Background: an optimization exercise with open tools, aiming at small area, a short achievable clock period and few clock cycles per item. Do not read the settings as production practice. At most, simulation tests tie the RTL to the original design; equivalence was not proved.

Design sha_1_core, start of the top module:
module sha_1_core(
    clk,
    rstn,
    din,
    din_vld,
    use_pre_cv,
    sha_1_end,
    busy,
    dout,
    dout_vld
);
Settings: LEC_CHECK=0, CAP_MARGIN=20, CORE_MARGIN=2, CORE_UTILIZATION=40, CTS_BUF_LIST=sky130_fd_sc_hd__clkbuf_8 sky130_fd_sc_hd__clkbuf_16, CTS_CLUSTER_DIAMETER=70, CTS_CLUSTER_SIZE=26, PLACE_DENSITY=0.6, SETUP_SLACK_MARGIN=4.1, SLEW_MARGIN=20; clock period 7.0 ns.
standard.sh (not shown) runs the stock make flow with config.mk's settings and CLKGATE_MAP_FILE= SYNTH_SCRIPT=/design/flow/synth_recipe.tcl, a recipe that flattens the netlist after the stock synthesis.
==> flow/flow/run.sh <==
#!/bin/bash
# The standard layout (the standard.sh, synthesis unchanged), with the
# port buffers made from the smallest plain buffer instead of a delay cell.
set -euo pipefail
bash standard.sh "BUFFER_PORTS_ARGS=-buffer_cell sky130_fd_sc_hd__buf_1" finish > standard.log 2>&1
Rerun with:
Settings changed: SETUP_SLACK_MARGIN 4.1 to 3.8.
The changed run went through all stages and came out clean.
Count of clock-buffer cells in the layout rises by 2.
Worst setup slack is better by 0.015 ns.
Utilization went down by 1.0 points.
Routed wire length decreases by about 3%.
Function was not checked in any run of this note: the RTL went through the layout flow alone.

========
sha_1_core, a different RTL version from the one above (not shown whole).
For scale: ~2400 cells after synthesis, about 200 I/O pins, ~31000 µm² of cells after synthesis.
export LEC_CHECK = 0
export CAP_MARGIN = 20
export CORE_MARGIN = 2
export CORE_UTILIZATION = 40
export CTS_BUF_LIST = sky130_fd_sc_hd__clkbuf_8 sky130_fd_sc_hd__clkbuf_16
export CTS_CLUSTER_DIAMETER = 70
export CTS_CLUSTER_SIZE = 26
export PLACE_DENSITY = 0.5
export SETUP_SLACK_MARGIN = 3.95
export SLEW_MARGIN = 20
create_clock -name core_clock -period 7.0 [get_ports {clk}]
Scripts as last shown in full above: flow/flow/run.sh
The baseline passed the timing, DRC and antenna checks.
Testbench counts at the start, summed over its fixed seeds: cycles 15,936, blocks 192.
==> next run, changes <==
--- a/flow/config.mk
+++ b/flow/config.mk
@@ -11,4 +11,4 @@
-export CTS_BUF_LIST = sky130_fd_sc_hd__clkbuf_8 sky130_fd_sc_hd__clkbuf_16
-export CTS_CLUSTER_DIAMETER = 70
-export CTS_CLUSTER_SIZE = 26
-export PLACE_DENSITY = 0.5
+export CTS_BUF_LIST = sky130_fd_sc_hd__clkbuf_4 sky130_fd_sc_hd__clkbuf_8
+export CTS_CLUSTER_DIAMETER = 40
+export CTS_CLUSTER_SIZE = 16
+export PLACE_DENSITY = 0.6
Result: Non-clock buffer count came out lower by 8; register-to-register slack gets better by 0.03 ns; first-iteration DRC count came out lower slightly; worst hold slack gains 0.0048 ns; fmax rose slightly; synthesized cell count does not change; via count rose slightly; setup slack is better by 0.028 ns; area after synthesis stays the same; final area rose slightly.
==> next run, changes <==
--- a/flow/config.mk
+++ b/flow/config.mk
@@ -11,3 +11,3 @@
-export CTS_BUF_LIST = sky130_fd_sc_hd__clkbuf_4 sky130_fd_sc_hd__clkbuf_8
-export CTS_CLUSTER_DIAMETER = 40
-export CTS_CLUSTER_SIZE = 16
+export CTS_BUF_LIST = sky130_fd_sc_hd__clkbuf_4
+export CTS_CLUSTER_DIAMETER = 35
+export CTS_CLUSTER_SIZE = 12
Fmax stays flat.
Critical path depth came out higher by 2.
Area after synthesis does not change.
Register-to-register slack barely changes.
Die area does not change.
==> next run, changes <==
--- a/flow/config.mk
+++ b/flow/config.mk
@@ -11,3 +11,3 @@
-export CTS_BUF_LIST = sky130_fd_sc_hd__clkbuf_4
-export CTS_CLUSTER_DIAMETER = 35
-export CTS_CLUSTER_SIZE = 12
+export CTS_BUF_LIST = sky130_fd_sc_hd__clkbuf_8 sky130_fd_sc_hd__clkbuf_16
+export CTS_CLUSTER_DIAMETER = 70
+export CTS_CLUSTER_SIZE = 26
Effect: The changed run went through all stages and came out clean. Setup slack degrades by 0.037 ns. Routed wire length decreases by about 4.4%.

========
Starting RTL as in the previous note.
Settings: LEC_CHECK=0, CAP_MARGIN=20, CORE_MARGIN=2, CORE_UTILIZATION=40, CTS_BUF_LIST=sky130_fd_sc_hd__clkbuf_8 sky130_fd_sc_hd__clkbuf_16, CTS_CLUSTER_DIAMETER=55, CTS_CLUSTER_SIZE=32, PLACE_DENSITY=0.6, SETUP_SLACK_MARGIN=3.95, SLEW_MARGIN=20; clock period 7.0 ns.
Scripts as last shown in full above: flow/flow/run.sh
The first run finished with timing, DRC and antenna clean.
Testbench counts at the start, summed over its fixed seeds: cycles 15,936, blocks 192.
Edit:
--- a/flow/config.mk
+++ b/flow/config.mk
@@ -12,2 +12,2 @@
-export CTS_CLUSTER_DIAMETER = 55
-export CTS_CLUSTER_SIZE = 32
+export CTS_CLUSTER_DIAMETER = 70
+export CTS_CLUSTER_SIZE = 26
@@ -15 +15 @@
-export SETUP_SLACK_MARGIN = 3.95
+export SETUP_SLACK_MARGIN = 3.8
The new run finished clean.
Hold slack is better by 0.0074 ns.
Setup slack is worse by 0.14 ns.
Cell area goes down by a few percent.
Via count goes down slightly.
Routed wire length goes up by a few percent.
Cell count goes down slightly.
Utilization goes down by 1.7 points.
Area after synthesis is unchanged.
Edit:
--- a/flow/config.mk
+++ b/flow/config.mk
@@ -10 +10 @@
-export CORE_UTILIZATION = 40
+export CORE_UTILIZATION = 35
@@ -15 +15 @@
-export SETUP_SLACK_MARGIN = 3.8
+export SETUP_SLACK_MARGIN = 3.95
Effect:
- hold slack stays flat
- setup slack is better by 0.098 ns
- wire length barely changes
- final area increases by 3.2%
- die area goes up by 14%
- area after synthesis is unchanged
Edit:
--- a/flow/config.mk
+++ b/flow/config.mk
@@ -10 +10 @@
-export CORE_UTILIZATION = 35
+export CORE_UTILIZATION = 40
@@ -15 +15 @@
-export SETUP_SLACK_MARGIN = 3.95
+export SETUP_SLACK_MARGIN = 4.1
Worst hold slack degrades by 0.0076 ns; critical path depth does not change; cell area climbs by 1.9%; routed wire length barely changes; via count climbs by 1.8%; sequential cell count is unchanged; register-to-register slack degrades by 0.02 ns.

==> what the ideal ports hide <==
The flow's constraints put no driver on any port. The routed layouts listed below were extracted and timed again, unchanged, in two steps. Step 1 assumes that a clkbuf_16 drives the clock port and a buf_2 every other input. Step 2 also shifts input and output timing later by t, the mid clock arrival at the registers, as if the neighbouring blocks saw the same clock. Three values: ideal, step 1, step 2; two values: the first two.
run	t (ns)	slack for setup (ns)	worst setup path after step 2	latest minus earliest clock arrival (ns)
the first run of note 1	0.675	3.668 / 3.668 / 3.537	input to register	0.036 / 0.036
the second run of note 1	0.685	3.683 / 3.683 / 3.217	input to register	0.042 / 0.042
the first run of note 2	0.684	3.880 / 3.880 / 3.382	input to register	0.045 / 0.045
the second run of note 2	0.758	3.908 / 3.908 / 3.286	input to register	0.045 / 0.045
the third run of note 2	0.950	3.901 / 3.901 / 3.179	input to register	0.099 / 0.099
the fourth run of note 2	0.676	3.864 / 3.864 / 3.354	input to register	0.046 / 0.047
the first run of note 3	0.689	3.916 / 3.922 / 3.258	input to register	0.041 / 0.041
the second run of note 3	0.671	3.778 / 3.778 / 3.316	input to register	0.025 / 0.026
the third run of note 3	0.675	3.876 / 3.876 / 3.422	input to register	0.020 / 0.020
the fourth run of note 3	0.678	3.859 / 3.859 / 3.554	input to register	0.053 / 0.052
After both steps setup and hold are still met in every run listed. For the third run of note 2, which loses most, drivers alone change the setup slack by 0.000 ns; drivers and shift together by -0.722 ns.
